Optimization exercise on an open flow, not production practice. RTL: at most simulated, not proved equivalent. Function not checked: runs 1 and 2. Power: default activity.

==> flow/design.v, too long to show whole: its modules and the start of the top module <==
// module knn_sqrt_pipeline: 59 lines
// module knn_distance: 1626 lines
// module k_nn: 130 lines
module k_nn #(
    parameter NUMBER_ELEMENTS = 6,
    parameter DATA_WIDTH = 32,
    parameter CLASS_WIDTH = 8
)(
    input  wire                     clk,
    input  wire                     rst,  
    output reg                      m_axis_tvalid,
    input  wire                     m_axis_tready,
    output wire [DATA_WIDTH-1:0]    m_axis_tdata,
    output reg                      m_axis_tlast,
    input  wire                     s_axis_tvalid,
    output wire                     s_axis_tready,
    input  wire [DATA_WIDTH-1:0]    s_axis_tdata,
    input  wire                     s_axis_tlast,
    output wire [DATA_WIDTH-1:0]    distance_result
);
  // ...
==> flow/flow/run.sh <==
#!/bin/bash
# Standard ORFS layout (the standard.sh, unchanged synthesis), with the
# resizer's setup repair aimed below the 9 ns clock: repair_timing keeps
# working until setup slack reaches SETUP_SLACK_MARGIN.
set -euo pipefail
bash standard.sh SETUP_SLACK_MARGIN=${MARGIN:-6.2} finish > standard.log 2>&1
==> flow/standard.sh <==
#!/bin/bash
# synth_recipe.tcl (not shown) runs the flow's synth.tcl, then flattens the netlist and writes it again
# the make line also repeats each setting of config.mk as NAME=value (left out here)
make -C /OpenROAD-flow-scripts/flow DESIGN_CONFIG=/design/flow/config.mk WORK_HOME=/design/flow/orfs CLKGATE_MAP_FILE= SYNTH_SCRIPT=/design/flow/synth_recipe.tcl "${@:-finish}"
==> flow/config.mk <==
export PLATFORM = sky130hd
export DESIGN_NAME = k_nn
export DESIGN_NICKNAME = k_nn
export VERILOG_FILES = /design/flow/design.v
export SDC_FILE = /design/flow/constraint.sdc
export NUM_CORES = 4
export LEC_CHECK = 0
export ABC_CLOCK_PERIOD_IN_PS = 1900
export CAP_MARGIN = 20
export CORE_MARGIN = 2
export CORE_UTILIZATION = 40
export SLEW_MARGIN = 20
==> flow/constraint.sdc <==
create_clock -name core_clock -period 9.0 [get_ports {clk}]
set_input_delay 1.8000 -clock core_clock [delete_from_list [all_inputs] [get_ports {clk}]]
set_output_delay 1.8000 -clock core_clock [all_outputs]
set_load 0.01 [all_outputs]
==> flow_metrics.py, run 1 <==
metrics = {
    "setup_path": {
        "cpPeakStageDelay_ps": 400,
        "slowest_stage": "dfxtp_4",
        "path_buf_inv": 4,
        "cp-start-kind": "flop",
        "r2r_slack_ps": 5580,
        "crit_cells": 20,
    },
    "global_routing": {
        "gr-max-usage-layer": "met2",
        "grtUsageMet1_pct": 19.2,
        "use_met2_pct": 29.4,
        "grt_pass1_vias": 27700,
    },
    "synth": {
        "synthMuxAreaShare_pct": 2.16,
        "synth_cell_type_count": 79,
    },
    "route": {
        "viasPerCell": 5.01,
        "wl_met3_mm": 3.93,
    },
    "placement": {
        "gp_congestion": 0.828,
        "place_area_mm2": 0.0466,
    },
    "power_and_ir_drop": {
        "clkPwrFrac_pct": 17.2,
        "power_frac_seq_pct": 33.7,
    },
    "clock_tree": {
        "h-tree-depth": 3,
        "post-cts-setup-buffers": 212,
        "cts_buffers": 85,
    },
    "final_layout": {
        "clock_buffers": 103,
        "seq_share_pct": 44.4,
        "reg_top3": "sqrt_calc.step.reg_s.sr (188), sqrt_calc.step.reg_s.qr (144), sqrt_calc.step.reg_s.rr (140)",
    },
    "status": {
        "status": "no timing/DRC/antenna violations",
    },
    "timing": {
        "hold_viol": 0,
        "finalCritPeriodShare_pct": 38.1,
    },
    "die": {
        "core_mm2": 0.109,
        "tap_cells": 1476,
    },
}
==> module knn_sqrt_pipeline, before the edit <==
module knn_sqrt_pipeline #(
    parameter [16:0] CUT = 17'b11111111111101010
)(
    input  wire        clk,
    input  wire        rst,       
    input  wire        en,        
    input  wire        vin,
    input  wire [32:0] data_in,
    output wire        vout,
    output wire [16:0] data_out
);
    wire [35:0] rem_w [0:17];
    wire [35:0] quo_w [0:17];
    wire [35:0] rad_w [0:17];
    wire        v_w   [0:17];
    assign rem_w[0] = 36'd0;
    assign quo_w[0] = 36'd0;
    assign rad_w[0] = {3'b000, data_in};
    assign v_w[0]   = vin;
    genvar j;
    generate
        for (j = 0; j < 17; j = j + 1) begin : step
            wire [j+2:0] r2 = {rem_w[j][j:0], rad_w[j][33-2*j:32-2*j]};
            wire [j+2:0] d  = {quo_w[j][j:0], 2'b01};
            wire [j+3:0] t  = {1'b0, r2} - {1'b0, d};
            wire         ok = !t[j+3];
            wire [j+1:0] rn = ok ? t[j+1:0] : r2[j+1:0];
            wire [j:0]   qn = {quo_w[j][j:0], ok};
            if (CUT[j]) begin : reg_s
                reg [j+1:0]      rr;
                reg [j:0]        qr;
                reg [35:0]       sr;
                reg              vr;
                always @(posedge clk) begin
                    if (!rst) vr <= 1'b0;
                    else if (en) vr <= v_w[j];
                end
                always @(posedge clk) begin
                    if (en) begin
                        rr <= rn;
                        qr <= qn;
                        sr <= rad_w[j];
                    end
                end
                assign rem_w[j+1] = rr;
                assign quo_w[j+1] = qr;
                assign rad_w[j+1] = sr;
                assign v_w[j+1]   = vr;
            end else begin : wire_s
                assign rem_w[j+1] = rn;
                assign quo_w[j+1] = qn;
                assign rad_w[j+1] = rad_w[j];
                assign v_w[j+1]   = v_w[j];
            end
        end
    endgenerate
    assign data_out = quo_w[17][16:0];
    assign vout     = v_w[17];
endmodule
==> module k_nn, before the edit <==
module k_nn #(
    parameter NUMBER_ELEMENTS = 6,
    parameter DATA_WIDTH = 32,
    parameter CLASS_WIDTH = 8
)(
    input  wire                     clk,
    input  wire                     rst,  
    output reg                      m_axis_tvalid,
    input  wire                     m_axis_tready,
    output wire [DATA_WIDTH-1:0]    m_axis_tdata,
    output reg                      m_axis_tlast,
    input  wire                     s_axis_tvalid,
    output wire                     s_axis_tready,
    input  wire [DATA_WIDTH-1:0]    s_axis_tdata,
    input  wire                     s_axis_tlast,
    output wire [DATA_WIDTH-1:0]    distance_result
);
    reg         sk_v;
    wire        en = !sk_v;
    wire        p_v;
    wire [16:0] p_d;
    reg  [16:0] m_d, sk_d;
    wire        take     = en && p_v;
    wire        out_free = !m_axis_tvalid || m_axis_tready;
    wire        load_m   = out_free && (sk_v || take);
    wire [16:0] din      = sk_v ? sk_d : p_d;
    wire        sk_v_n   = out_free ? 1'b0 : (sk_v || take);
    always @(posedge clk) begin
        if (!rst) begin
            m_axis_tvalid <= 1'b0;
            sk_v          <= 1'b0;
        end else begin
            if (out_free)
                m_axis_tvalid <= sk_v || take;
            sk_v <= sk_v_n;
        end
    end
    always @(posedge clk) begin
        if (take && !out_free)
            sk_d <= p_d;
        if (load_m)
            m_d <= din;
    end
    assign m_axis_tdata = {{(DATA_WIDTH-17){1'b0}}, m_d};
    reg         busy;
    reg  [2:0]  idx;
    reg  [15:0] qx, qy;
    reg         s_rdy;
    wire        accept = s_axis_tvalid && s_rdy;
    reg         busy_n;
    reg  [2:0]  idx_n;
    always @(*) begin
        busy_n = busy;
        idx_n  = idx;
        if (accept) begin
            busy_n = 1'b1;
            idx_n  = 3'd0;
        end else if (en && busy) begin
            if (idx == NUMBER_ELEMENTS-1)
                busy_n = 1'b0;
            else
                idx_n = idx + 3'd1;
        end
    end
    always @(posedge clk) begin
        if (!rst) begin
            busy  <= 1'b0;
            idx   <= 3'd0;
            s_rdy <= 1'b0;
        end else begin
            busy  <= busy_n;
            idx   <= idx_n;
            s_rdy <= !sk_v_n && (!busy_n || idx_n == NUMBER_ELEMENTS-1);
        end
    end
    assign s_axis_tready = s_rdy;
    always @(posedge clk) begin
        if (s_rdy) begin
            qx <= s_axis_tdata[15:0];
            qy <= s_axis_tdata[31:16];
        end
    end
    wire        sq_v;
    wire [32:0] sum_sq;
    knn_distance dist_calc (
        .clk(clk), .rst(rst), .en(en),
        .vin(busy), .k(idx), .qx(qx), .qy(qy),
        .vout(sq_v), .sum_sq(sum_sq)
    );
    knn_sqrt_pipeline sqrt_calc (
        .clk(clk), .rst(rst), .en(en),
        .vin(sq_v), .data_in(sum_sq),
        .vout(p_v), .data_out(p_d)
    );
    reg  [2:0]  ko;
    reg  [16:0] nd, sd;
    reg  [1:0]  cnt;
    wire        lt_n = din < nd;
    wire        lt_s = din < sd;
    always @(posedge clk) begin
        if (!rst)
            ko <= 3'd0;
        else if (load_m)
            ko <= (ko == NUMBER_ELEMENTS-1) ? 3'd0 : ko + 3'd1;
    end
    always @(posedge clk) begin
        if (load_m) begin
            m_axis_tlast <= (ko == NUMBER_ELEMENTS-1);
            if (ko == 3'd0) begin
                nd  <= din;
                sd  <= 17'h1ffff;
                cnt <= 2'd0;
            end else if (ko < 3'd3) begin
                if (lt_n) begin
                    nd <= din;
                    sd <= nd;
                end else if (lt_s) begin
                    sd <= din;
                end
            end else begin
                if (lt_n)
                    nd <= din;
                if (lt_s)
                    cnt <= cnt + 2'd1;
            end
        end
    end
    assign distance_result = {{(CLASS_WIDTH-1){1'b0}}, cnt[1],
                              {(DATA_WIDTH-CLASS_WIDTH-17){1'b0}}, nd};
endmodule
==> run 2: changes to the inputs <==
--- a/flow/design.v
+++ b/flow/design.v
@@ -1,10 +1,10 @@
 module knn_sqrt_pipeline #(
-    parameter [16:0] CUT = 17'b11111111111101010
+    parameter [16:0] CUT = 17'b11111111111111101
 )(
     input  wire        clk,
     input  wire        rst,       
     input  wire        en,        
     input  wire        vin,
     input  wire [32:0] data_in,
     output wire        vout,
     output wire [16:0] data_out
@@ -57,33 +57,36 @@
     assign data_out = quo_w[17][16:0];
     assign vout     = v_w[17];
 endmodule
 module knn_distance (
     input  wire        clk,
     input  wire        rst,       
     input  wire        en,        
     input  wire        vin,
-    input  wire [2:0]  k,
+    input  wire [5:0]  k,         
     input  wire [15:0] qx,
     input  wire [15:0] qy,
     output wire        vout,
     output wire [32:0] sum_sq
 );
-    reg [15:0] rx, ry;
-    always @(*) begin
-        case (k)
-            3'd0: begin rx = 16'd5100; ry = 16'd3500; end
-            3'd1: begin rx = 16'd4900; ry = 16'd3000; end
-            3'd2: begin rx = 16'd4700; ry = 16'd3200; end
-            3'd3: begin rx = 16'd7000; ry = 16'd3200; end
-            3'd4: begin rx = 16'd6400; ry = 16'd3200; end
-            default: begin rx = 16'd6900; ry = 16'd3100; end
-        endcase
-    end
+    wire [15:0] rx =
+        ({16{k[0]}} & 16'd5100) |
+        ({16{k[1]}} & 16'd4900) |
+        ({16{k[2]}} & 16'd4700) |
+        ({16{k[3]}} & 16'd7000) |
+        ({16{k[4]}} & 16'd6400) |
+        ({16{k[5]}} & 16'd6900);
+    wire [15:0] ry =
+        ({16{k[0]}} & 16'd3500) |
+        ({16{k[1]}} & 16'd3000) |
+        ({16{k[2]}} & 16'd3200) |
+        ({16{k[3]}} & 16'd3200) |
+        ({16{k[4]}} & 16'd3200) |
+        ({16{k[5]}} & 16'd3100);
     wire [16:0] dx = {1'b0, qx} - {1'b0, rx};
     wire [16:0] dy = {1'b0, qy} - {1'b0, ry};
     wire [15:0] nx = rx - qx;
     wire [15:0] ny = ry - qy;
     reg        v1;
     reg [15:0] ax, ay;
     always @(posedge clk) begin
         if (!rst) v1 <= 1'b0;
@@ -1699,117 +1702,130 @@
     input  wire [DATA_WIDTH-1:0]    s_axis_tdata,
     input  wire                     s_axis_tlast,
     output wire [DATA_WIDTH-1:0]    distance_result
 );
     reg         sk_v;
     wire        en = !sk_v;
     wire        p_v;
     wire [16:0] p_d;
+    reg  [5:0]  ko;           
     reg  [16:0] m_d, sk_d;
+    reg         sk_l;
     wire        take     = en && p_v;
     wire        out_free = !m_axis_tvalid || m_axis_tready;
-    wire        load_m   = out_free && (sk_v || take);
-    wire [16:0] din      = sk_v ? sk_d : p_d;
     wire        sk_v_n   = out_free ? 1'b0 : (sk_v || take);
     always @(posedge clk) begin
         if (!rst) begin
             m_axis_tvalid <= 1'b0;
             sk_v          <= 1'b0;
         end else begin
             if (out_free)
                 m_axis_tvalid <= sk_v || take;
             sk_v <= sk_v_n;
         end
     end
     always @(posedge clk) begin
-        if (take && !out_free)
+        if (take && !out_free) begin
             sk_d <= p_d;
-        if (load_m)
-            m_d <= din;
+            sk_l <= ko[5];
+        end
+        if (out_free) begin
+            if (sk_v) begin
+                m_d          <= sk_d;
+                m_axis_tlast <= sk_l;
+            end else if (take) begin
+                m_d          <= p_d;
+                m_axis_tlast <= ko[5];
+            end
+        end
     end
     assign m_axis_tdata = {{(DATA_WIDTH-17){1'b0}}, m_d};
     reg         busy;
-    reg  [2:0]  idx;
+    reg  [5:0]  kx;
     reg  [15:0] qx, qy;
     reg         s_rdy;
     wire        accept = s_axis_tvalid && s_rdy;
     reg         busy_n;
-    reg  [2:0]  idx_n;
+    reg  [5:0]  kx_n;
     always @(*) begin
         busy_n = busy;
-        idx_n  = idx;
+        kx_n   = kx;
         if (accept) begin
             busy_n = 1'b1;
-            idx_n  = 3'd0;
+            kx_n   = 6'b000001;
         end else if (en && busy) begin
-            if (idx == NUMBER_ELEMENTS-1)
+            if (kx[5])
                 busy_n = 1'b0;
             else
-                idx_n = idx + 3'd1;
+                kx_n = {kx[4:0], 1'b0};
         end
     end
     always @(posedge clk) begin
         if (!rst) begin
             busy  <= 1'b0;
-            idx   <= 3'd0;
+            kx    <= 6'b000001;
             s_rdy <= 1'b0;
         end else begin
             busy  <= busy_n;
-            idx   <= idx_n;
-            s_rdy <= !sk_v_n && (!busy_n || idx_n == NUMBER_ELEMENTS-1);
+            kx    <= kx_n;
+            s_rdy <= !sk_v_n && (!busy_n || kx_n[5]);
         end
     end
     assign s_axis_tready = s_rdy;
     always @(posedge clk) begin
         if (s_rdy) begin
             qx <= s_axis_tdata[15:0];
             qy <= s_axis_tdata[31:16];
         end
     end
     wire        sq_v;
     wire [32:0] sum_sq;
     knn_distance dist_calc (
         .clk(clk), .rst(rst), .en(en),
-        .vin(busy), .k(idx), .qx(qx), .qy(qy),
+        .vin(busy), .k(kx), .qx(qx), .qy(qy),
         .vout(sq_v), .sum_sq(sum_sq)
     );
     knn_sqrt_pipeline sqrt_calc (
         .clk(clk), .rst(rst), .en(en),
         .vin(sq_v), .data_in(sum_sq),
         .vout(p_v), .data_out(p_d)
     );
-    reg  [2:0]  ko;
     reg  [16:0] nd, sd;
     reg  [1:0]  cnt;
-    wire        lt_n = din < nd;
-    wire        lt_s = din < sd;
+    reg  [16:0] res_d;
+    reg         res_c;
+    wire        lt_n = p_d < nd;
+    wire        lt_s = p_d < sd;
     always @(posedge clk) begin
         if (!rst)
-            ko <= 3'd0;
-        else if (load_m)
-            ko <= (ko == NUMBER_ELEMENTS-1) ? 3'd0 : ko + 3'd1;
+            ko <= 6'b000001;
+        else if (take)
+            ko <= {ko[4:0], ko[5]};
     end
     always @(posedge clk) begin
-        if (load_m) begin
-            m_axis_tlast <= (ko == NUMBER_ELEMENTS-1);
-            if (ko == 3'd0) begin
-                nd  <= din;
+        if (take) begin
+            if (ko[0]) begin
+                nd  <= p_d;
                 sd  <= 17'h1ffff;
                 cnt <= 2'd0;
-            end else if (ko < 3'd3) begin
+            end else if (ko[1] || ko[2]) begin
                 if (lt_n) begin
-                    nd <= din;
+                    nd <= p_d;
                     sd <= nd;
                 end else if (lt_s) begin
-                    sd <= din;
+                    sd <= p_d;
                 end
             end else begin
                 if (lt_n)
-                    nd <= din;
+                    nd <= p_d;
                 if (lt_s)
                     cnt <= cnt + 2'd1;
             end
+            if (ko[5]) begin
+                res_d <= lt_n ? p_d : nd;
+                res_c <= cnt[1] || (cnt[0] && lt_s);
+            end
         end
     end
-    assign distance_result = {{(CLASS_WIDTH-1){1'b0}}, cnt[1],
-                              {(DATA_WIDTH-CLASS_WIDTH-17){1'b0}}, nd};
+    assign distance_result = {{(CLASS_WIDTH-1){1'b0}}, res_c,
+                              {(DATA_WIDTH-CLASS_WIDTH-17){1'b0}}, res_d};
 endmodule
==> run 2 against run 1 <==
Effect of this change: hold slack got worse by 15 ps; sequential share of layout area is 3.4 points higher; via count rose by 1.1%; clock power is 7.9% higher; global-route usage shrank 1.6 points; non-clock buffer count is 70 lower; sequential power rose by 9.8%; routed wire length down 4.5%; first-iteration DRC count shrank 6.2%; largest power group unchanged.
==> flow_metrics.py, run 2 <==
metrics = {
    "global_routing": {
        "grt_pass1_vias": 28600,
        "grt-ovfl-total": 0,
        "grt_antenna_before_repair": 0,
        "grt_usage_pct": 14.5,
        "grt_pass1_wl_mm": 144,
        "grt_max_degree": 102,
    },
    "clock_tree": {
        "h-tree-depth": 3,
        "cts_tree": "built",
        "clk_root_buffer_cell": "clkbuf_16",
        "cts_num_sinks": 908,
        "cts.path.max_buffers": 3,
        "hold_buffers": 0,
        "cts_buffers": 95,
        "worstSkewPairLatency_ps": 660,
        "cts.clk_slew.worst_paths_ps": 60,
    },
    "synth": {
        "synth_common_cells": "edfxtp_1 (873), inv_1 (423), ha_1 (274)",
        "synth_top_cell_by_area": "edfxtp_1",
        "seq_area_frac_synth_pct": 56.7,
        "ys_ff_latch": 908,
        "yosysWarnings": 3,
        "async_flop_share_pct": 0,
        "ys_top_cells_by_area": "edfxtp_1 (55%), fa_1 (8.3%), ha_1 (7.2%)",
        "syn_avg_cell_area_um2": 13.2,
        "synth_cell_type_count": 93,
        "synthFlopType": "edfxtp_1",
        "synth_most_common_cell": "edfxtp_1",
        "yosys.area.top_type_share_pct": 55.2,
        "synth_edf_count": 873,
        "syn-instance-count": 3591,
        "netlist_area_mm2": 0.0474,
    },
    "status": {
        "status": "no timing/DRC/antenna violations",
    },
    "route": {
        "viasPerCell": 4.97,
        "firstDrtPassIters": 5,
        "via_count": 27500,
        "drt-met1-wl_mm": 36.7,
        "routed-wl-met2_mm": 46.0,
        "wl_met3_mm": 2.91,
        "drtAntennaViolNets": 0,
        "wl_per_cell_um": 16.0,
        "topRoutingLayerUsed": "met4",
        "drt_iter0_drc": 1515,
        "route.final.wire_length_mm": 88.7,
        "drc_errors": 0,
    },
    "setup_path": {
        "regToRegStartpoint": "kx[5]",
        "worst_r2r_path_depth": 10,
        "cp-end-kind": "flop",
        "rr_endpoint": "dist_calc.ay[15]",
        "startpoint": "kx[5]",
        "cp.required_ps": 9410,
        "cp-start-kind": "flop",
        "crit_type": "flop to flop",
        "cp_max_fo": 4,
        "crit_end": "dist_calc.ay[15]",
        "worst_ep_arrival_time_ps": 3680,
        "r2r_slack_ps": 5730,
    },
    "power_and_ir_drop": {
        "ir_drop_mv": 0.179,
        "power.total_mw": 21.3,
        "power.density_mw_per_mm2": 377,
        "p_leak_nw": 23.3,
    },
    "final_layout": {
        "largest_reg_flops": 242,
        "utilization_pct": 47.8,
        "final-instance-count-excl-fill": 5529,
        "diodes": 0,
        "regMostFlops": "sqrt_calc.step.reg_s.sr",
        "drive_above_1_share_pct": 19.7,
        "syn_to_final_growth_pct": 18.7,
        "reg_top3": "sqrt_calc.step.reg_s.sr (242), sqrt_calc.step.reg_s.qr (151), sqrt_calc.step.reg_s.rr (148)",
        "layout.nets": 4422,
        "most-common-layout-cells": "edfxtp_1 (873), inv_1 (395), ha_1 (251)",
        "final_common_cell": "edfxtp_1",
    },
    "placement": {
        "dp_hpwl_mm": 55.3,
        "io_buffers": 73,
        "place_inst": 5130,
        "gp_congestion": 0.815,
    },
    "die": {
        "fp.dieW_um": 348,
        "ios": 104,
        "die-area_mm2": 0.121,
        "core_mm2": 0.118,
        "fp.dieH_um": 348,
        "initial_core_util_pct": 40.2,
        "rows": 126,
    },
    "timing": {
        "max_slew_margin_pct": 31.6,
        "skew_ps": 37.4,
        "rsz0062_at_grt": "yes",
        "fmax_ghz": 0.306,
        "report.final.slew_viol_count": 0,
        "fin_crit_ps": 3270,
        "finalCritPeriodShare_pct": 36.4,
        "tns_ps": 0,
        "worst_pin_slew_ps": 1030,
        "setup_viol": 0,
        "holdWs_ps": 396,
        "hold_viol": 0,
    },
    "job": {
        "maxCapViolCount": 0,
    },
    "hold_path": {
        "hold_class": "flop to flop",
    },
}
[run 2: changes by cell type in the layout (fill, tap and decap cells not counted), sizes merged, moves of 23 or more]
cell    delta
edfxtp    +88
buf       -73
mux2      +50
o21ai     -30
nor2b     +24
a211o     +23
a31oi     -23
[run 2: logic make-up after synthesis]
family / share of synthesized area, %
adders and majority gates: 15.5
buffers and inverters: 4.68
and+or+nand+nor: 8.45
DFF: 56.7
other: 0.00790
muxes: 3.43
xor gates and xnor gates: 3.05
AOI/OAI and AO/OA: 8.13
[run 2: worst max-delay path, cell delays in order, from the launching register on]
cell,delay [ps]
dfxtp_4,360
or4_4,550
or2_4,300
nor2_4,150
ha_4,240
a2111oi_4,430
o21a_4,230
mux2_4,320
o211a_1,230
o21ai_2,110
o31ai_1,90
[run 2: cell type report]
type,count,area [um2]
Timing Repair Buffer,310,2930
Clock inverter,65,716
Sequential cell,908,26900
Inverter,425,1610
Tap cell,1536,1920
Multi-Input combinational cell,2174,19800
Fill cell,10200,61600
Clock buffer,111,2460
[run 2: worst min path at each step]
| stage | start | to | cells after the start |
|---|---|---|---|
| floorplan | dist_calc.t4[0] | dist_calc.t6[0] | 0 |
| global placement | sqrt_calc.step[0].reg_s.sr[23] | sqrt_calc.step[2].reg_s.sr[23] | 0 |
| detailed placement | sqrt_calc.step[10].reg_s.sr[1] | sqrt_calc.step[11].reg_s.sr[1] | 0 |
| CTS | sqrt_calc.step[5].reg_s.sr[0] | sqrt_calc.step[6].reg_s.sr[0] | 0 |
| global route | sqrt_calc.step[5].reg_s.sr[0] | sqrt_calc.step[6].reg_s.sr[0] | 0 |
| finish | sqrt_calc.step[4].reg_s.sr[13] | sqrt_calc.step[5].reg_s.sr[13] | 0 |
[run 2: power by group]
group | internal, mW | switching (mW) | leakage (nW)
clock network | 2.31 | 1.65 | 1.52
logic | 4.60 | 4.78 | 12.5
registers | 7.17 | 0.746 | 9.28
[run 2: routing by layer]
| layer | global-route usage, % | vias up |
|---|---|---|
| li1 | - | 13300 |
| met1 | 17.2 | 13500 |
| met2 | 26.4 | 450 |
| met3 | 2.03 | 189 |
| met4 | 5.67 | 0 |
| met5 | 0 | - |
[run 2: stage by stage]
stage,instance area [um2],setup WS [ps]
CTS,55200,5720
detailed placement,49900,5160
global route,56300,5620
global placement,49900,5150
floorplan,47800,-4910
finish,56300,5730
[run 2: what timing repair did]
action	in CTS	in global routing
pin swaps	97	91
cloned	9	3
resized for setup	360	151
buffers inserted	153	58
setup endpoints to repair	689	254
==> run 3: changes to the inputs <==
--- a/flow/design.v
+++ b/flow/design.v
@@ -1,3 +1,3 @@
 module knn_sqrt_pipeline #(
-    parameter [16:0] CUT = 17'b11111111111111101
+    parameter [16:0] CUT = 17'b11111111111110101
 )(
==> run 3 against run 2 <==
Effect of this change: core utilization is 0.55 points higher; clock power is 1% higher; area after synthesis is 2.1% lower; synthesized cell count is 0.86% lower; critical path type unchanged; critical endpoint is now dist_calc.ax[11]; largest cell class unchanged; largest power group unchanged.
==> flow_metrics.py, run 3 <==
metrics = {
    "final_layout": {
        "drive_above_1_share_pct": 21.5,
        "reg_top3": "sqrt_calc.step.reg_s.sr (216), sqrt_calc.step.reg_s.qr (147), sqrt_calc.step.reg_s.rr (143)",
        "design_area_mm2": 0.0559,
        "syn_to_final_growth_pct": 20.4,
        "regMostFlops": "sqrt_calc.step.reg_s.sr",
        "most-common-layout-cells": "edfxtp_1 (838), inv_1 (386), ha_1 (248)",
        "layout.nets": 4442,
        "utilization_pct": 48.3,
        "final-instance-count-excl-fill": 5538,
        "diodes": 0,
        "largest_reg_flops": 216,
        "final_common_cell": "edfxtp_1",
    },
    "global_routing": {
        "grt-ovfl-total": 0,
        "gr-max-usage-layer": "met2",
        "grt_max_degree": 179,
        "grt_pass1_vias": 27600,
        "grt_antenna_before_repair": 0,
        "grt_pass1_wl_mm": 145,
        "grtUsageMet1_pct": 18.9,
        "grt_usage_pct": 15.1,
        "met3_usage_pct": 2.52,
        "use_met2_pct": 26.7,
    },
    "die": {
        "fp.dieH_um": 345,
        "initial_core_util_pct": 40.1,
        "rows": 125,
        "ios": 104,
        "fp.dieW_um": 345,
        "die-area_mm2": 0.119,
        "core_mm2": 0.116,
    },
    "route": {
        "firstDrtPassIters": 5,
        "via_count": 27400,
        "drtAntennaViolNets": 0,
        "route.final.wire_length_mm": 90.4,
        "drc_errors": 0,
        "wl_per_cell_um": 16.3,
        "drt_iter0_drc": 1443,
        "viasPerCell": 4.95,
    },
    "power_and_ir_drop": {
        "power_switching_mw": 7.60,
        "power.internal_mw": 14.3,
        "p_comb_share_pct": 46.5,
        "clkPwrFrac_pct": 18.3,
        "ir_drop_mv": 0.190,
        "power_frac_seq_pct": 35.2,
        "swShare_pct": 34.8,
        "p_leak_nw": 23.2,
        "power.density_mw_per_mm2": 391,
    },
    "hold_path": {
        "min_to": "sqrt_calc.step[4].reg_s.sr[6]",
        "hp-start": "sqrt_calc.step[2].reg_s.sr[6]",
        "hold_class": "flop to flop",
        "hold_depth": 0,
    },
    "clock_tree": {
        "cts.path.max_buffers": 3,
        "clk_root_buffer_cell": "clkbuf_16",
        "cts_buffers": 97,
        "cts_num_sinks": 872,
        "worstSkewPairLatency_ps": 700,
        "cts_tree": "built",
        "h-tree-depth": 3,
        "hold_buffers": 0,
        "cts.clk_slew.worst_paths_ps": 60,
    },
    "setup_path": {
        "startpoint": "kx[1]",
        "worst_r2r_path_depth": 16,
        "slowest_stage": "dfxtp_4",
        "cpPeakStageDelay_ps": 370,
        "crit_chain": "nor2_4, nand2_4, or2_4, ha_4, fa_2, nor2b_2, o21ai_2, o21ai_4, a311oi_4, buf_6, buf_6, buf_6, nand2_4, o31ai_4, o221ai_2, xor2_1",
        "worst_ep_arrival_time_ps": 3550,
        "cp-end-kind": "flop",
        "rr_endpoint": "dist_calc.ax[11]",
        "cp-start-kind": "flop",
        "cp.required_ps": 9440,
        "crit_type": "flop to flop",
        "cp_max_fo": 5,
        "regToRegStartpoint": "kx[1]",
        "r2r_slack_ps": 5890,
        "cpMostUsedCell": "buf_6",
    },
    "synth": {
        "seq_area_frac_synth_pct": 55.6,
        "syn_avg_cell_area_um2": 13.0,
        "synth_most_common_cell": "edfxtp_1",
        "yosys.area.top_type_share_pct": 54.2,
        "synth_top_cell_by_area": "edfxtp_1",
        "async_flop_share_pct": 0,
        "netlist_area_mm2": 0.0465,
        "synth_cell_type_count": 105,
        "ys_top_cells_by_area": "edfxtp_1 (54%), fa_1 (8.5%), ha_1 (7.4%)",
        "synth_common_cells": "edfxtp_1 (838), inv_1 (419), ha_1 (274)",
        "yosysWarnings": 3,
        "synth_edf_count": 838,
        "syn-instance-count": 3560,
        "synthFlopType": "edfxtp_1",
        "ys_ff_latch": 872,
    },
    "timing": {
        "postLayoutSetupSlackWorst_ps": 5890,
        "setup_viol": 0,
        "hold_viol": 0,
        "fin_crit_ps": 3110,
        "max_slew_margin_pct": 34.1,
        "report.final.slew_viol_count": 0,
        "rsz0062_at_grt": "yes",
        "worst_pin_slew_ps": 989,
        "finalCritPeriodShare_pct": 34.6,
        "tns_ps": 0,
        "fmax_ghz": 0.321,
        "skew_ps": 84.3,
    },
    "status": {
        "status": "no timing/DRC/antenna violations",
    },
    "placement": {
        "place_inst": 5090,
        "place_area_mm2": 0.0490,
        "gp_congestion": 0.827,
        "pre_cts_ws_ps": 5050,
        "dp_hpwl_mm": 58.1,
        "io_buffers": 73,
    },
    "job": {
        "maxCapViolCount": 0,
    },
}
-- run 3: cell types whose count changed after synthesis, moves of 8 or more --
cell,delta
mux2_4,-8
edfxtp_1,-35
o21ai_1,+9
o21a_1,+8
xnor2_1,+10
nand3_1,+39
nand4_1,-10
nor2b_1,-23
xor2_1,-13
a211o_1,-19
nand2_1,-16
-- run 3: logic make-up (layout without fill, tap and decap cells) --
kind of cell             Yosys count  in the layout  synth area share [%]
flip-flops                       872            872                  55.6
multiplexers                     146            146                  3.49
AO/OA/AOI/OAI                    596            599                  8.60
other                              1             30               0.00807
XOR/XNOR                         162            162                  3.05
AND/OR/NAND/NOR                  775            775                  8.63
buffers and inverters            537            959                  4.70
adder cells (fa/ha/maj)          471            471                  15.9
-- run 3: critical path, delay by kind of cell (launching register included) --
kind            cells  cell delay [ps]
fa+ha+maj           2              520
compound gates      5              690
simple gates        5              670
flops               1              370
xor+xnor            1              230
buf+inv             3              390
-- run 3: routing by layer --
layer	vias up	part of all wire, %
met5	-	0
met2	484	50
li1	13300	-
met4	0	3.1
met1	13500	43
met3	188	3.8
-- run 3: worst max path at each step --
| stage | to |
|---|---|
| 6_report | dist_calc.ax[11] |
| 5_1_grt | dist_calc.ax[9] |
| 4_1_cts | s_axis_tready |
| 3_5_place_dp | sd[12] |
| 3_3_place_gp | sd[13] |
| 2_1_floorplan | ko[0] |
-- run 3: per-stage QoR --
step | power [mW] | hold WS (ps)
after floorplan | 14.4 | 400
after global placement | 16.3 | 401
after detailed placement | 16.5 | 405
after CTS | 21.5 | 363
after global routing | 23.6 | 377
final | 21.9 | 367
-- run 3: repair_timing --
item / in CTS / in global routing
pin swaps: 91 / 105
buffers inserted: 184 / 74
cloned: 9 / 2
gates resized for setup: 343 / 160
setup endpoints to repair: 443 / 353
-- run 3: cell type report --
type / count / area (um2)
Clock buffer: 125 / 2590
Clock inverter: 54 / 659
Fill cell: 10000 / 59800
Inverter: 424 / 1630
Multi-Input combinational cell: 2183 / 20000
Sequential cell: 872 / 25900
Tap cell: 1524 / 1910
Timing Repair Buffer: 356 / 3310
-- run 3: power by group through the flow --
stage	Sequential, mW	Combinational (mW)	Clock, mW
after floorplan	7.49	6.92	0
after global placement	7.91	8.37	0
after detailed placement	7.96	8.58	0
after CTS	7.71	9.70	4.13
after global routing	7.88	11.5	4.28
final	7.69	10.2	4.00
Testbench counts of run 3, summed over its fixed seeds: cycles 7,840, queries 1,280.
==> run 4: changes to the inputs <==
--- a/flow/flow/run.sh
+++ b/flow/flow/run.sh
@@ -5,2 +5,2 @@
 set -euo pipefail
-bash standard.sh SETUP_SLACK_MARGIN=${MARGIN:-6.2} finish > standard.log 2>&1
+bash standard.sh SETUP_SLACK_MARGIN=${MARGIN:-5.5} finish > standard.log 2>&1
==> run 4 against run 3 <==
Effect of this change: still clean; clock power down 11%; hold slack better by 40 ps; first-iteration DRC count down 7.1%; via count down 5.4%; worst setup slack worse by 300 ps; sequential power up 2%.
==> flow_metrics.py, run 4 <==
metrics = {
    "die": {
        "die-area_mm2": 0.119,
        "core_mm2": 0.116,
        "ios": 104,
        "rows": 125,
        "fp.dieW_um": 345,
        "initial_core_util_pct": 40.1,
        "fp.dieH_um": 345,
    },
    "power_and_ir_drop": {
        "ir_drop_mv": 0.184,
        "clkPwrFrac_pct": 17.9,
        "power_frac_seq_pct": 39.4,
        "power.total_mw": 19.9,
        "p_comb_share_pct": 42.7,
        "p_leak_nw": 21.4,
        "power_switching_mw": 6.94,
        "swShare_pct": 34.8,
        "power.internal_mw": 13.0,
        "power.density_mw_per_mm2": 384,
    },
    "timing": {
        "setup_viol": 0,
        "worst_pin_slew_ps": 1220,
        "rsz0062_at_grt": "yes",
        "fin_crit_ps": 3410,
        "report.final.slew_viol_count": 0,
        "finalCritPeriodShare_pct": 37.9,
        "tns_ps": 0,
        "hold_viol": 0,
        "skew_ps": 28.5,
        "postLayoutSetupSlackWorst_ps": 5590,
        "fmax_ghz": 0.293,
        "max_slew_margin_pct": 18.5,
    },
    "final_layout": {
        "largest_reg_flops": 216,
        "design_area_mm2": 0.0520,
        "layout.nets": 4188,
        "syn_to_final_growth_pct": 11.9,
        "drive_above_1_share_pct": 9.30,
        "final_common_cell": "edfxtp_1",
        "diodes": 0,
        "regMostFlops": "sqrt_calc.step.reg_s.sr",
        "reg_top3": "sqrt_calc.step.reg_s.sr (216), sqrt_calc.step.reg_s.qr (147), sqrt_calc.step.reg_s.rr (143)",
        "most-common-layout-cells": "edfxtp_1 (838), inv_1 (417), ha_1 (274)",
    },
    "clock_tree": {
        "cts_buffers": 93,
        "h-tree-depth": 3,
        "cts.path.max_buffers": 3,
        "cts.clk_slew.worst_paths_ps": 60,
        "clk_root_buffer_cell": "clkbuf_16",
        "cts_num_sinks": 872,
        "hold_buffers": 0,
        "cts_tree": "built",
        "worstSkewPairLatency_ps": 640,
    },
    "setup_path": {
        "worst_ep_arrival_time_ps": 3790,
        "cp-start-kind": "flop",
        "crit_type": "flop to flop",
        "cp_max_fo": 7,
        "cp-end-kind": "flop",
        "cp.required_ps": 9370,
    },
    "route": {
        "drc_errors": 0,
        "drt_iter0_drc": 1340,
        "route.final.wire_length_mm": 81.7,
        "wl_per_cell_um": 15.5,
        "viasPerCell": 4.92,
        "drtAntennaViolNets": 0,
        "firstDrtPassIters": 5,
        "via_count": 25900,
    },
    "synth": {
        "synth_cell_type_count": 105,
        "ys_top_cells_by_area": "edfxtp_1 (54%), fa_1 (8.5%), ha_1 (7.4%)",
        "syn_avg_cell_area_um2": 13.0,
        "synthFlopType": "edfxtp_1",
        "yosys.area.top_type_share_pct": 54.2,
        "async_flop_share_pct": 0,
        "netlist_area_mm2": 0.0465,
        "synth_most_common_cell": "edfxtp_1",
        "synth_top_cell_by_area": "edfxtp_1",
        "seq_area_frac_synth_pct": 55.6,
        "syn-instance-count": 3560,
        "ys_ff_latch": 872,
        "synth_edf_count": 838,
        "synth_common_cells": "edfxtp_1 (838), inv_1 (419), ha_1 (274)",
        "yosysWarnings": 3,
    },
    "placement": {
        "io_buffers": 73,
        "place_area_mm2": 0.0488,
        "dp_hpwl_mm": 56.7,
        "gp_congestion": 0.843,
        "pre_cts_ws_ps": 5060,
    },
    "hold_path": {
        "hold_class": "flop to flop",
    },
    "global_routing": {
        "grt_pass1_wl_mm": 134,
        "grt_pass1_vias": 26600,
        "grt_usage_pct": 13.9,
        "grt-ovfl-total": 0,
        "grt_max_degree": 192,
        "grt_antenna_before_repair": 1,
    },
    "job": {
        "maxCapViolCount": 0,
    },
    "status": {
        "status": "no timing/DRC/antenna violations",
    },
}
==> run 4: cell counts after synthesis <==
No cell type changed its count.
==> run 4: kinds of logic (layout without fill, tap and decap cells) <==
kind of cell | count (synthesis) | count (layout) | share of synthesized area [%]
flip-flops | 872 | 872 | 55.6
AND/OR/NAND/NOR | 775 | 775 | 8.63
AO/OA/AOI/OAI | 596 | 596 | 8.60
buffers and inverters | 537 | 699 | 4.70
adder cells (fa/ha/maj) | 471 | 471 | 15.9
XOR/XNOR | 162 | 162 | 3.05
multiplexers | 146 | 146 | 3.49
other | 1 | 30 | 0.00807
==> run 4: area by class of cell <==
class	count	area, um2
Fill cell	10400	63800
Clock inverter	45	347
Tap cell	1524	1910
Sequential cell	872	25900
Clock buffer	121	2490
Multi-Input combinational cell	2180	18700
Timing Repair Buffer	109	1090
Inverter	424	1600
==> run 4: power groups by stage <==
| stage | clock network [mW] | registers [mW] | logic [mW] |
|---|---|---|---|
| final | 3.57 | 7.85 | 8.52 |
| after global routing | 3.83 | 8.04 | 9.80 |
| after CTS | 3.70 | 7.90 | 8.51 |
| after detailed placement | 0 | 7.98 | 8.41 |
| after global placement | 0 | 7.94 | 8.19 |
| after floorplan | 0 | 7.48 | 6.80 |
==> run 4: repair_timing <==
| action | CTS | global route |
|---|---|---|
| gates cloned | 0 | 0 |
| gates resized for setup | 18 | 15 |
| pin swaps | 3 | 6 |
| setup endpoints to repair | 57 | 99 |
| setup buffers | 7 | 17 |
==> run 4: worst max-delay path, cell delays in order (launching register included) <==
cell and delay, ps:
dfxtp_1 360, or2_2 360, nor2_1 310, inv_1 140, fa_1 460, nor2b_1 110
o21ai_0 140, o21ai_2 270, a311oi_4 180, buf_6 190, nand3b_1 210, a31oi_4 210
o21ai_1 90, xnor2_1 130
==> run 4: path summary, 6_finish.rpt <==
check,start,to,slack [ps],cells after the start
worst min register to register,sqrt_calc.step[12].reg_s.sr[5],sqrt_calc.step[13].reg_s.sr[5],410,0
worst max register to register,kx[2],dist_calc.ax[13],5590,13
worst max-delay path,kx[2],dist_calc.ax[13],5590,13
worst min-delay path,sqrt_calc.step[12].reg_s.sr[5],sqrt_calc.step[13].reg_s.sr[5],410,0
==> run 4: per-stage QoR <==
step	util (%)	hold slack [ps]	cells
floorplan	-	400	3589
global placement	42.1	400	5085
detailed placement	42.1	405	5085
CTS	44.7	404	5258
global route	44.9	416	5275
finish	44.9	407	5275
==> run 4: routing by layer <==
| metal | up-vias | track usage (%) | part of all wire, % |
|---|---|---|---|
| met3 | 175 | 1.99 | 3.3 |
| met1 | 12600 | 16.9 | 42 |
| li1 | 12800 | - | - |
| met2 | 411 | 24.9 | 51 |
| met4 | 0 | 5.59 | 3.7 |
| met5 | - | 0 | 0 |
==> run 5: changes to the inputs <==
--- a/flow/flow/run.sh
+++ b/flow/flow/run.sh
@@ -5,2 +5,2 @@
 set -euo pipefail
-bash standard.sh SETUP_SLACK_MARGIN=${MARGIN:-5.5} finish > standard.log 2>&1
+bash standard.sh SETUP_SLACK_MARGIN=${MARGIN:-5.9} finish > standard.log 2>&1
--- a/flow/config.mk
+++ b/flow/config.mk
@@ -7,3 +7,3 @@
 export LEC_CHECK = 0
-export ABC_CLOCK_PERIOD_IN_PS = 1900
+export ABC_CLOCK_PERIOD_IN_PS = 2500
 export CAP_MARGIN = 20
==> run 5 against run 4 <==
Effect of this change: via count rose by 1.4%; area after synthesis did not move; still clean on timing, DRC and antenna; largest power group unchanged; power rose by 2.9%; critical path type unchanged; routed wire length rose by 4.2%; highest routed layer unchanged.
==> flow_metrics.py, run 5 <==
metrics = {
    "hold_path": {
        "hold_class": "flop to flop",
        "hp-start": "sqrt_calc.step[5].reg_s.sr[13]",
    },
    "die": {
        "fp.dieH_um": 345,
        "core_mm2": 0.116,
        "die-area_mm2": 0.119,
        "fp.dieW_um": 345,
        "ios": 104,
        "initial_core_util_pct": 40.1,
        "rows": 125,
    },
    "timing": {
        "worst_pin_slew_ps": 1050,
        "rsz0062_at_grt": "yes",
        "setup_viol": 0,
        "finalCritPeriodShare_pct": 34.6,
        "report.final.slew_viol_count": 0,
        "fin_crit_ps": 3110,
        "fmax_ghz": 0.321,
        "max_slew_margin_pct": 30.0,
        "skew_ps": 26.4,
        "hold_viol": 0,
    },
    "placement": {
        "io_buffers": 73,
        "place_area_mm2": 0.0488,
        "gp_congestion": 0.850,
        "place_inst": 5090,
        "dp_hpwl_mm": 58.0,
    },
    "route": {
        "via_count": 26300,
        "wl_per_cell_um": 15.9,
        "drtAntennaViolNets": 0,
        "route.final.wire_length_mm": 85.1,
        "drc_errors": 0,
        "viasPerCell": 4.90,
        "firstDrtPassIters": 5,
        "drt_iter0_drc": 1459,
    },
    "global_routing": {
        "grt_antenna_before_repair": 0,
        "grt_max_degree": 87,
        "grt-ovfl-total": 0,
        "grt_usage_pct": 14.4,
        "grt_pass1_wl_mm": 138,
        "grt_pass1_vias": 26800,
    },
    "setup_path": {
        "worst_ep_arrival_time_ps": 3500,
        "cp.required_ps": 9390,
        "cp_max_fo": 8,
        "r2r_slack_ps": 5890,
        "regToRegStartpoint": "kx[5]",
        "crit_type": "flop to flop",
        "cp-end-kind": "flop",
        "startpoint": "kx[5]",
        "cp-start-kind": "flop",
    },
    "clock_tree": {
        "cts_buffers": 92,
        "cts_num_sinks": 872,
        "hold_buffers": 0,
        "cts.path.max_buffers": 3,
        "clk_root_buffer_cell": "clkbuf_16",
        "h-tree-depth": 3,
        "cts_tree": "built",
        "worstSkewPairLatency_ps": 650,
        "cts.clk_slew.worst_paths_ps": 60,
    },
    "final_layout": {
        "design_area_mm2": 0.0531,
        "diodes": 0,
        "largest_reg_flops": 216,
        "layout.nets": 4277,
        "final_common_cell": "edfxtp_1",
        "reg_top3": "sqrt_calc.step.reg_s.sr (216), sqrt_calc.step.reg_s.qr (147), sqrt_calc.step.reg_s.rr (143)",
        "regMostFlops": "sqrt_calc.step.reg_s.sr",
        "syn_to_final_growth_pct": 14.3,
        "most-common-layout-cells": "edfxtp_1 (838), inv_1 (412), ha_1 (264)",
        "final-instance-count-excl-fill": 5364,
        "drive_above_1_share_pct": 13.8,
        "utilization_pct": 45.9,
    },
    "synth": {
        "async_flop_share_pct": 0,
        "ys_ff_latch": 872,
        "syn-instance-count": 3560,
        "yosys.area.top_type_share_pct": 54.2,
        "netlist_area_mm2": 0.0465,
        "synthFlopType": "edfxtp_1",
        "synth_cell_type_count": 105,
        "synth_edf_count": 838,
        "synth_top_cell_by_area": "edfxtp_1",
        "syn_avg_cell_area_um2": 13.0,
        "ys_top_cells_by_area": "edfxtp_1 (54%), fa_1 (8.5%), ha_1 (7.4%)",
        "synth_common_cells": "edfxtp_1 (838), inv_1 (419), ha_1 (274)",
        "seq_area_frac_synth_pct": 55.6,
        "yosysWarnings": 3,
        "synth_most_common_cell": "edfxtp_1",
    },
    "power_and_ir_drop": {
        "p_leak_nw": 22.0,
        "power.density_mw_per_mm2": 386,
        "ir_drop_mv": 0.179,
    },
    "job": {
        "maxCapViolCount": 0,
    },
    "status": {
        "status": "no timing/DRC/antenna violations",
    },
}
## run 5: cell counts after synthesis
Identical to the previous run, type by type.
## run 5: cell type report
type                       instances  area [um2]
fill                           10300       62600
timing repair buffer             197        1690
multi-input combinational       2181       19000
inverter                         424        1610
sequential                       872       25900
clock inverter                    65         701
clock buffer                     100        2370
timing repair inverter             1        5.00
tap                             1524        1910
## run 5: per-stage QoR
| stage | hold slack (ps) | power (mW) | worst slack (ps) | TNS [ps] |
|---|---|---|---|---|
| 6_report | 412 | 20.5 | 5890 | 0 |
| 3_5_place_dp | 405 | 16.4 | 4790 | 0 |
| 4_1_cts | 408 | 20.6 | 5880 | 0 |
| 3_3_place_gp | 400 | 16.2 | 4860 | 0 |
| 2_1_floorplan | 400 | 14.3 | -4190 | -2209750 |
| 5_1_grt | 423 | 22.2 | 5780 | 0 |
## run 5: metal layers
metal  wire, um  vias to the layer above  global-route usage, %
li1           -                    12900                      -
met1      36200                    12700                   17.6
met2      42800                      466                   25.5
met3       3350                      178                   2.44
met4       2740                        0                   5.10
met5          0                        -                      0
## run 5: worst paths after layout
path / endpoint / depth (start not counted)
hold reg to reg: sqrt_calc.step[6].reg_s.sr[13] / 0
setup reg to reg: dist_calc.ax[13] / 14
hold / removal: sqrt_calc.step[6].reg_s.sr[13] / 0
setup / recovery: dist_calc.ax[13] / 14
## run 5: cell families (layout without fill, tap and decap cells)
family	after synthesis	in the layout	synth area share (%)
AO/OA/AOI/OAI	596	597	8.60
XOR/XNOR	162	162	3.05
adder cells (fa/ha/maj)	471	471	15.9
buffers and inverters	537	787	4.70
flip-flops	872	872	55.6
multiplexers	146	146	3.49
other	1	30	0.00807
AND/OR/NAND/NOR	775	775	8.63
## run 5: where the power goes
| group | total, mW | switching [mW] | internal (mW) |
|---|---|---|---|
| Combinational | 8.89 | 4.63 | 4.26 |
| Sequential | 7.79 | 0.859 | 6.94 |
| Clock | 3.83 | 1.57 | 2.25 |
| Total | 20.5 | 7.06 | 13.5 |
## run 5: what timing repair did
| action | 4_1_cts | 5_1_grt |
|---|---|---|
| setup endpoints to repair | 732 | 509 |
| endpoints found under the hold margin | 0 | 0 |
| gates cloned | 5 | 0 |
| buffers inserted | 62 | 42 |
| gates resized for setup | 203 | 55 |
| pin swaps | 17 | 41 |
## run 5: critical path: stages, from the launching register on
cell,delay [ps]
dfxtp_4,370
nor2_4,150
nand2_4,80
or2_4,300
ha_4,180
fa_2,350
nor2b_2,130
o21ai_2,80
o21ai_2,210
a311oi_2,140
buf_6,180
mux2_4,310
a31oi_4,170
o21ai_2,70
xnor2_1,130
==> run 6: changes to the inputs <==
--- a/flow/config.mk
+++ b/flow/config.mk
@@ -7,3 +7,3 @@
 export LEC_CHECK = 0
-export ABC_CLOCK_PERIOD_IN_PS = 2500
+export ABC_CLOCK_PERIOD_IN_PS = 1900
 export CAP_MARGIN = 20
==> run 6 against run 5 <==
Effect of this change: global-route usage is the same; synthesized cell count is the same; power is the same; clock-buffer cell count is the same; clock power is essentially flat; combinational power is essentially flat; core utilization is the same; sequential cell count is the same; sequential power is essentially flat.
==> flow_metrics.py, run 6 <==
metrics = {
    "route": {
        "drt_iter0_drc": 1459,
        "drc_errors": 0,
        "route.final.wire_length_mm": 85.1,
        "drtAntennaViolNets": 0,
        "via_count": 26300,
        "viasPerCell": 4.90,
        "wl_per_cell_um": 15.9,
        "firstDrtPassIters": 5,
    },
    "clock_tree": {
        "cts.path.max_buffers": 3,
        "hold_buffers": 0,
        "cts_num_sinks": 872,
        "cts_tree": "built",
        "cts_buffers": 92,
        "clk_root_buffer_cell": "clkbuf_16",
        "cts.clk_slew.worst_paths_ps": 60,
        "worstSkewPairLatency_ps": 650,
        "h-tree-depth": 3,
    },
    "power_and_ir_drop": {
        "power.total_mw": 20.5,
        "ir_drop_mv": 0.179,
        "power.density_mw_per_mm2": 386,
        "p_leak_nw": 22.0,
    },
    "synth": {
        "synth_top_cell_by_area": "edfxtp_1",
        "ys_top_cells_by_area": "edfxtp_1 (54%), fa_1 (8.5%), ha_1 (7.4%)",
        "ys_ff_latch": 872,
        "synth_most_common_cell": "edfxtp_1",
        "netlist_area_mm2": 0.0465,
        "yosysWarnings": 3,
        "synth_common_cells": "edfxtp_1 (838), inv_1 (419), ha_1 (274)",
        "async_flop_share_pct": 0,
        "seq_area_frac_synth_pct": 55.6,
        "synth_edf_count": 838,
        "syn-instance-count": 3560,
        "yosys.area.top_type_share_pct": 54.2,
        "synthFlopType": "edfxtp_1",
        "syn_avg_cell_area_um2": 13.0,
        "synth_cell_type_count": 105,
    },
    "global_routing": {
        "grt_antenna_before_repair": 0,
        "grtUsageMet1_pct": 17.6,
        "gr-max-usage-layer": "met2",
        "grt_max_degree": 87,
        "grt_usage_pct": 14.4,
        "grt_pass1_wl_mm": 138,
        "grt_pass1_vias": 26800,
        "use_met2_pct": 25.5,
        "grt-ovfl-total": 0,
        "met3_usage_pct": 2.44,
    },
    "timing": {
        "skew_ps": 26.4,
        "setup_viol": 0,
        "tns_ps": 0,
        "report.final.slew_viol_count": 0,
        "max_slew_margin_pct": 30.0,
        "rsz0062_at_grt": "yes",
        "hold_viol": 0,
        "finalCritPeriodShare_pct": 34.6,
        "fmax_ghz": 0.321,
        "fin_crit_ps": 3110,
        "worst_pin_slew_ps": 1050,
    },
    "die": {
        "fp.dieH_um": 345,
        "rows": 125,
        "ios": 104,
        "fp.dieW_um": 345,
        "initial_core_util_pct": 40.1,
        "core_mm2": 0.116,
        "die-area_mm2": 0.119,
    },
    "setup_path": {
        "path_buf_inv": 1,
        "worst_ep_arrival_time_ps": 3500,
        "cpPeakStageDelay_ps": 370,
        "slowest_stage": "dfxtp_4",
        "cp.required_ps": 9390,
        "crit_type": "flop to flop",
        "cp_max_fo": 8,
        "cpMostUsedCell": "o21ai_2",
        "crit_family": "compound AO/OA/AOI/OAI gates",
        "cp-end-kind": "flop",
        "crit_chain": "nor2_4, nand2_4, or2_4, ha_4, fa_2, nor2b_2, o21ai_2, o21ai_2, a311oi_2, buf_6, mux2_4, a31oi_4, o21ai_2, xnor2_1",
        "r2r_slack_ps": 5890,
        "cp-start-kind": "flop",
    },
    "placement": {
        "place_inst": 5090,
        "io_buffers": 73,
        "gp_congestion": 0.850,
        "dp_hpwl_mm": 58.0,
    },
    "final_layout": {
        "utilization_pct": 45.9,
        "diodes": 0,
        "final_common_cell": "edfxtp_1",
        "drive_above_1_share_pct": 13.8,
        "syn_to_final_growth_pct": 14.3,
        "reg_top3": "sqrt_calc.step.reg_s.sr (216), sqrt_calc.step.reg_s.qr (147), sqrt_calc.step.reg_s.rr (143)",
        "final-instance-count-excl-fill": 5364,
        "regMostFlops": "sqrt_calc.step.reg_s.sr",
        "regArea_mm2": 0.0259,
        "most-common-layout-cells": "edfxtp_1 (838), inv_1 (412), ha_1 (264)",
        "largest_reg_flops": 216,
        "layout.nets": 4277,
        "num-fill-cells": 10300,
        "multiInputGateArea_mm2": 0.0190,
    },
    "status": {
        "status": "no timing/DRC/antenna violations",
    },
    "hold_path": {
        "hold_class": "flop to flop",
    },
    "job": {
        "maxCapViolCount": 0,
    },
}
run 6: cell counts after synthesis:
No cell type changed its count.
run 6: cell type report:
| class | count | area share, % |
|---|---|---|
| Sequential cell | 872 | 48.7 |
| Multi-Input combinational cell | 2181 | 35.7 |
| Clock buffer | 100 | 4.47 |
| Tap cell | 1524 | 3.59 |
| Timing Repair Buffer | 197 | 3.18 |
| Inverter | 424 | 3.02 |
| Clock inverter | 65 | 1.32 |
| Timing Repair inverter | 1 | 0.00943 |
run 6: what timing repair did:
| item | 4_1_cts | 5_1_grt |
|---|---|---|
| gates resized for setup | 203 | 55 |
| setup endpoints to repair | 732 | 509 |
| endpoints found under the hold margin | 0 | 0 |
| buffers inserted | 62 | 42 |
| cloned | 5 | 0 |
| pin swaps | 17 | 41 |
run 6: where the power goes:
part / total (mW) / internal (mW) / leakage (nW) / switching [mW]
Clock: 3.83 / 2.25 / 1.48 / 1.57
Sequential: 7.79 / 6.94 / 8.91 / 0.859
Combinational: 8.89 / 4.26 / 11.6 / 4.63
Total: 20.5 / 13.5 / 22.0 / 7.06
run 6: worst paths after layout:
check,start,to,depth (start not counted)
setup / recovery,kx[5],dist_calc.ax[13],14
hold / removal,sqrt_calc.step[5].reg_s.sr[13],sqrt_calc.step[6].reg_s.sr[13],0
hold reg to reg,sqrt_calc.step[5].reg_s.sr[13],sqrt_calc.step[6].reg_s.sr[13],0
setup reg to reg,kx[5],dist_calc.ax[13],14
run 6: stage by stage:
step	worst slack (ps)	cell area [um2]	hold slack [ps]
finish	5890	53100	412
global route	5780	53100	423
floorplan	-4190	46600	400
detailed placement	4790	48800	405
global placement	4860	48800	400
CTS	5880	52700	408
run 6: cells by family after synthesis:
logic type | synth area share [%]
DFF | 55.6
and+or+nand+nor | 8.63
AOI/OAI and AO/OA | 8.60
buffers and inverters | 4.70
adders and majority gates | 15.9
xor gates and xnor gates | 3.05
muxes | 3.49
other | 0.00807
run 6: routing by layer:
layer	up-vias	wire, um
met1	12700	36200
met4	0	2740
met5	-	0
met2	466	42800
li1	12900	-
met3	178	3350
==> run 7: changes to the inputs <==
--- a/flow/config.mk
+++ b/flow/config.mk
@@ -10,3 +10,4 @@
 export CORE_MARGIN = 2
-export CORE_UTILIZATION = 40
+export CORE_UTILIZATION = 60
+export PLACE_DENSITY = 0.75
 export SLEW_MARGIN = 20
==> run 7 against run 6 <==
Effect of this change: register-to-register slack lost 20 ps; via count grew 2.6%; core utilization grew 22 points; sequential power grew 0.6%; combinational power grew 2.8%; power grew 1.4%; hold slack is essentially flat; final area shrank 1.0%; critical endpoint is now dist_calc.t4[52].
==> flow_metrics.py, run 7 <==
metrics = {
    "power_and_ir_drop": {
        "clkPwrFrac_pct": 18.3,
        "power.density_mw_per_mm2": 396,
        "p_comb_share_pct": 44.0,
        "ir_drop_mv": 0.191,
        "swShare_pct": 34.9,
        "power_switching_mw": 7.27,
        "power.total_mw": 20.8,
        "p_leak_nw": 22.0,
        "power.internal_mw": 13.5,
        "power_frac_seq_pct": 37.7,
    },
    "placement": {
        "gp_congestion": 0.861,
        "dp_hpwl_mm": 56.9,
        "place_area_mm2": 0.0482,
        "io_buffers": 73,
    },
    "synth": {
        "synthFlopType": "edfxtp_1",
        "ys_top_cells_by_area": "edfxtp_1 (54%), fa_1 (8.5%), ha_1 (7.4%)",
        "seq_area_frac_synth_pct": 55.6,
        "ys_ff_latch": 872,
        "syn-instance-count": 3560,
        "netlist_area_mm2": 0.0465,
        "syn_avg_cell_area_um2": 13.0,
        "synth_common_cells": "edfxtp_1 (838), inv_1 (419), ha_1 (274)",
        "synth_cell_type_count": 105,
        "synth_edf_count": 838,
        "yosys.area.top_type_share_pct": 54.2,
        "yosysWarnings": 3,
        "synth_top_cell_by_area": "edfxtp_1",
        "synth_most_common_cell": "edfxtp_1",
        "async_flop_share_pct": 0,
    },
    "route": {
        "wl_per_cell_um": 17.6,
        "via_count": 27000,
        "drc_errors": 0,
        "drt_iter0_drc": 1570,
        "firstDrtPassIters": 5,
        "route.final.wire_length_mm": 85.8,
        "drtAntennaViolNets": 0,
        "viasPerCell": 5.54,
    },
    "final_layout": {
        "layout.nets": 4265,
        "syn_to_final_growth_pct": 13.1,
        "most-common-layout-cells": "edfxtp_1 (838), inv_1 (406), ha_1 (263)",
        "final_common_cell": "edfxtp_1",
        "design_area_mm2": 0.0526,
        "reg_top3": "sqrt_calc.step.reg_s.sr (216), sqrt_calc.step.reg_s.qr (147), sqrt_calc.step.reg_s.rr (143)",
        "drive_above_1_share_pct": 14.0,
        "largest_reg_flops": 216,
        "regMostFlops": "sqrt_calc.step.reg_s.sr",
        "num-fill-cells": 5467,
    },
    "setup_path": {
        "crit_type": "flop to flop",
        "cp_max_fo": 6,
        "cp-start-kind": "flop",
        "r2r_slack_ps": 5870,
        "rr_endpoint": "dist_calc.t4[52]",
        "regToRegStartpoint": "dist_calc.ax[12]",
        "worst_r2r_path_depth": 7,
        "worst_ep_arrival_time_ps": 3510,
        "cp-end-kind": "flop",
        "cp.required_ps": 9380,
    },
    "timing": {
        "skew_ps": 16.0,
        "fmax_ghz": 0.320,
        "report.final.slew_viol_count": 0,
        "fin_crit_ps": 3130,
        "finalCritPeriodShare_pct": 34.8,
        "holdWs_ps": 412,
        "tns_ps": 0,
        "max_slew_margin_pct": 36.1,
        "rsz0062_at_grt": "yes",
        "worst_pin_slew_ps": 958,
        "hold_viol": 0,
        "setup_viol": 0,
    },
    "die": {
        "initial_core_util_pct": 60.3,
        "die-area_mm2": 0.0797,
        "fp.dieW_um": 282,
        "rows": 102,
        "ios": 104,
        "core_mm2": 0.0771,
        "fp.dieH_um": 282,
    },
    "clock_tree": {
        "clk_root_buffer_cell": "clkbuf_16",
        "worstSkewPairLatency_ps": 650,
        "h-tree-depth": 3,
        "cts_num_sinks": 872,
        "cts_tree": "built",
        "hold_buffers": 0,
        "cts.path.max_buffers": 3,
        "cts.clk_slew.worst_paths_ps": 60,
        "cts_buffers": 92,
    },
    "global_routing": {
        "grt_antenna_before_repair": 0,
        "grt-ovfl-total": 0,
        "grt_usage_pct": 21.8,
        "grt_pass1_vias": 27400,
        "grt_max_degree": 194,
        "grt_pass1_wl_mm": 137,
    },
    "job": {
        "maxCapViolCount": 0,
    },
    "hold_path": {
        "hp-start": "sqrt_calc.step[10].reg_s.sr[8]",
        "hold_depth": 0,
        "min_to": "sqrt_calc.step[11].reg_s.sr[8]",
        "hold_class": "flop to flop",
    },
    "status": {
        "status": "no timing/DRC/antenna violations",
    },
}
run 7: cell types whose count changed in the layout (fill, tap and decap cells not counted), sizes merged:
cell | previous run | this run
buf | 151 | 119
bufinv | 12 | 11
clkbuf | 109 | 137
clkdlybuf4s15 | 0 | 10
clkinv | 45 | 37
clkinvlp | 8 | 3
diode | 0 | 1
run 7: per-layer routing:
layer / vias up / wire (um) / track usage (%)
met5: - / 0 / 0
met4: 0 / 3360 / 8.70
met3: 206 / 3080 / 3.11
met2: 595 / 45000 / 39.9
met1: 13200 / 34400 / 25.8
li1: 12900 / - / -
run 7: power groups by stage:
stage / Clock (mW) / Combinational [mW] / Sequential [mW]
2_1_floorplan: 0 / 6.83 / 7.48
3_3_place_gp: 0 / 8.13 / 7.95
3_5_place_dp: 0 / 8.52 / 8.00
4_1_cts: 3.90 / 8.95 / 7.88
5_1_grt: 4.05 / 10.3 / 8.01
6_report: 3.81 / 9.14 / 7.84
run 7: cells by family after synthesis:
family / after synthesis / share of synthesized area (%)
simple gates: 775 / 8.63
fa+ha+maj: 471 / 15.9
xor+xnor: 162 / 3.05
other cells: 1 / 0.00807
buf+inv: 537 / 4.70
compound gates: 596 / 8.60
flops: 872 / 55.6
mux: 146 / 3.49
run 7: worst max-delay path by stage:
stage                      from               end  slack [ps]  cells after the start
3_3_place_gp              kx[5]  dist_calc.ax[13]        4860                     14
2_1_floorplan              sk_v             ko[0]       -4190                      6
6_report       dist_calc.ax[12]  dist_calc.t4[52]        5870                      7
3_5_place_dp              kx[1]  dist_calc.ax[13]        4880                     14
5_1_grt                   kx[5]  dist_calc.ax[13]        5770                     14
4_1_cts                   kx[1]  dist_calc.ax[13]        5750                     14
run 7: area by class of cell:
type | count | area (um2) | area share, %
Sequential cell | 872 | 25900 | 49.2
Timing Repair Buffer | 186 | 1660 | 3.17
Clock inverter | 52 | 568 | 1.08
Tap cell | 1040 | 1300 | 2.48
Antenna cell | 1 | 2.50 | 0.00476
Multi-Input combinational cell | 2181 | 19100 | 36.3
Inverter | 424 | 1610 | 3.06
Clock buffer | 117 | 2480 | 4.72
run 7: critical path, stage by stage, from the launching register on:
cell and delay [ps]:
edfxtp_1 510, and2_4 200, fa_1 560, inv_2 50, fa_1 510, fa_1 590, inv_2 50, fa_2 390
run 7: repair_timing:
item | CTS | global route
buffers inserted | 58 | 36
endpoints found under the setup margin | 350 | 295
gates cloned | 4 | 1
endpoints found under the hold margin | 0 | 0
gates resized for setup | 161 | 108
pin swaps | 22 | 52
run 7: through the flow:
stage,instances,worst slack [ps],utilization [%]
after floorplan,3589,-4190,-
after global placement,4604,4860,62.5
after detailed placement,4604,4880,62.5
after CTS,4835,5750,67.5
after global routing,4872,5770,68.2
final,4873,5870,68.2
==> run 8: changes to the inputs <==
--- a/flow/config.mk
+++ b/flow/config.mk
@@ -10,4 +10,5 @@
 export CORE_MARGIN = 2
-export CORE_UTILIZATION = 60
-export PLACE_DENSITY = 0.75
+export CORE_UTILIZATION = 40
+export CTS_CLUSTER_DIAMETER = 120
+export CTS_CLUSTER_SIZE = 26
 export SLEW_MARGIN = 20
==> run 8 against run 7 <==
Effect of this change: area after synthesis did not move; core utilization fell by 24 points; sequential power fell by 0.9%; worst setup slack improved by 26 ps; routed wire length fell by 2.3%; via count fell by 3.8%; register-to-register slack improved by 30 ps; power fell by 9.5%; sequential cell count did not move; die area rose by 49%; global-route usage fell by 7.7 points; final area fell by 2.7%.
==> flow_metrics.py, run 8 <==
metrics = {
    "synth": {
        "yosysWarnings": 3,
        "synth_cell_type_count": 105,
        "synth_common_cells": "edfxtp_1 (838), inv_1 (419), ha_1 (274)",
        "syn_avg_cell_area_um2": 13.0,
        "syn-instance-count": 3560,
        "synthFlopType": "edfxtp_1",
        "synth_most_common_cell": "edfxtp_1",
        "yosys.area.top_type_share_pct": 54.2,
        "seq_area_frac_synth_pct": 55.6,
        "async_flop_share_pct": 0,
        "netlist_area_mm2": 0.0465,
        "synth_edf_count": 838,
    },
    "global_routing": {
        "grt_pass1_wl_mm": 136,
        "grt_max_degree": 87,
        "grt_antenna_before_repair": 0,
    },
    "clock_tree": {
        "clk_root_buffer_cell": "clkbuf_16",
        "hold_buffers": 0,
        "cts.clk_slew.worst_paths_ps": 100,
        "cts.path.max_buffers": 3,
        "cts_num_sinks": 872,
        "worstSkewPairLatency_ps": 610,
        "cts_buffers": 40,
        "h-tree-depth": 2,
    },
    "final_layout": {
        "syn_to_final_growth_pct": 10.1,
        "diodes": 0,
        "drive_above_1_share_pct": 11.7,
        "most-common-layout-cells": "edfxtp_1 (838), inv_1 (411), ha_1 (263)",
        "utilization_pct": 44.2,
        "reg_top3": "sqrt_calc.step.reg_s.sr (216), sqrt_calc.step.reg_s.qr (147), sqrt_calc.step.reg_s.rr (143)",
        "regMostFlops": "sqrt_calc.step.reg_s.sr",
        "final_common_cell": "edfxtp_1",
        "multiInputGateArea_mm2": 0.0190,
        "design_area_mm2": 0.0512,
        "largest_reg_flops": 216,
    },
    "timing": {
        "report.final.slew_viol_count": 0,
        "setup_viol": 0,
        "worst_pin_slew_ps": 1040,
        "max_slew_margin_pct": 30.8,
        "skew_ps": 21.2,
        "postLayoutSetupSlackWorst_ps": 5900,
    },
    "setup_path": {
        "cp.required_ps": 9360,
        "cp_max_fo": 8,
        "startpoint": "kx[5]",
        "slowest_stage": "dfxtp_4",
        "cpPeakStageDelay_ps": 380,
        "crit_chain": "nor2_4, nand2_4, or2_4, ha_2, fa_2, nor2b_2, o21ai_2, o21ai_2, a311oi_2, buf_6, mux2_2, a31oi_4, o21ai_1, xnor2_1",
        "cpMostUsedCell": "o21ai_2",
        "regToRegStartpoint": "kx[5]",
        "cp-end-kind": "flop",
        "crit_type": "flop to flop",
        "worst_ep_arrival_time_ps": 3460,
    },
    "status": {
        "status": "no timing/DRC/antenna violations",
    },
    "die": {
        "rows": 125,
        "fp.dieW_um": 345,
        "ios": 104,
        "core_mm2": 0.116,
        "fp.dieH_um": 345,
    },
    "route": {
        "firstDrtPassIters": 6,
        "viasPerCell": 4.94,
        "via_count": 26000,
        "wl_per_cell_um": 16.0,
        "drc_errors": 0,
        "route.final.wire_length_mm": 83.9,
        "drtAntennaViolNets": 0,
    },
    "placement": {
        "gp_congestion": 0.850,
        "dp_hpwl_mm": 58.0,
        "pre_cts_ws_ps": 4790,
        "io_buffers": 73,
    },
    "power_and_ir_drop": {
        "power.density_mw_per_mm2": 368,
        "ir_drop_mv": 0.161,
    },
    "hold_path": {
        "hp-start": "sqrt_calc.step[4].reg_s.sr[4]",
    },
}
-- run 8: cell counts after synthesis --
Identical to the previous run, type by type.
-- run 8: final timing paths --
check | cells after the start | slack (ps) | to
worst max-delay path | 14 | 5900 | dist_calc.ax[13]
worst min-delay path | 0 | 410 | sqrt_calc.step[5].reg_s.sr[4]
worst max register to register | 14 | 5900 | dist_calc.ax[13]
worst min register to register | 0 | 410 | sqrt_calc.step[5].reg_s.sr[4]
-- run 8: what timing repair did --
| item | 4_1_cts | 5_1_grt |
|---|---|---|
| pin swaps | 22 | 49 |
| cloned | 6 | 0 |
| setup endpoints to repair | 734 | 111 |
| buffers inserted | 67 | 32 |
| resized for setup | 172 | 66 |
-- run 8: worst max-delay path: cells and delay by family (launching register included) --
kind,cells,cell delay [ps]
and+or+nand+nor,4,620
adders and majority gates,2,570
AOI/OAI and AO/OA,5,680
DFF,1,380
muxes,1,290
xor gates and xnor gates,1,130
buffers and inverters,1,180
-- run 8: logic make-up (layout without fill, tap and decap cells) --
group / after synthesis / after routing / share of synthesized area [%]
xor gates and xnor gates: 162 / 162 / 3.05
AOI/OAI and AO/OA: 596 / 597 / 8.60
adders and majority gates: 471 / 471 / 15.9
DFF: 872 / 872 / 55.6
and+or+nand+nor: 775 / 776 / 8.63
muxes: 146 / 146 / 3.49
buffers and inverters: 537 / 676 / 4.70
other: 1 / 30 / 0.00807
-- run 8: through the flow --
stage | total power, mW | instances
after floorplan | 14.3 | 3589
after global placement | 16.2 | 5090
after detailed placement | 16.4 | 5090
after CTS | 18.8 | 5222
after global routing | 20.5 | 5254
final | 18.8 | 5254
-- run 8: final cells by class --
cell class	instances	area share, %
well taps	1524	3.73
flip-flops and latches	872	50.5
inverters	424	3.14
repair buffers	192	3.26
clock inverters	5	0.130
clock buffers	54	2.06
repair inverters	1	0.00978
multi-input cells	2182	37.1
-- run 8: layer usage --
layer | share of wire [%] | global-route usage [%] | up-vias
met5 | 0 | 0 | -
met4 | 2.9 | 4.44 | 0
met3 | 3.3 | 1.65 | 116
li1 | - | - | 12700
met2 | 51 | 25.4 | 385
met1 | 43 | 17.7 | 12700
-- run 8: power breakdown --
group | total (mW) | switching [mW] | internal (mW)
sequential | 7.77 | 0.852 | 6.92
clock | 2.07 | 1.23 | 0.843
combinational | 8.98 | 4.67 | 4.31
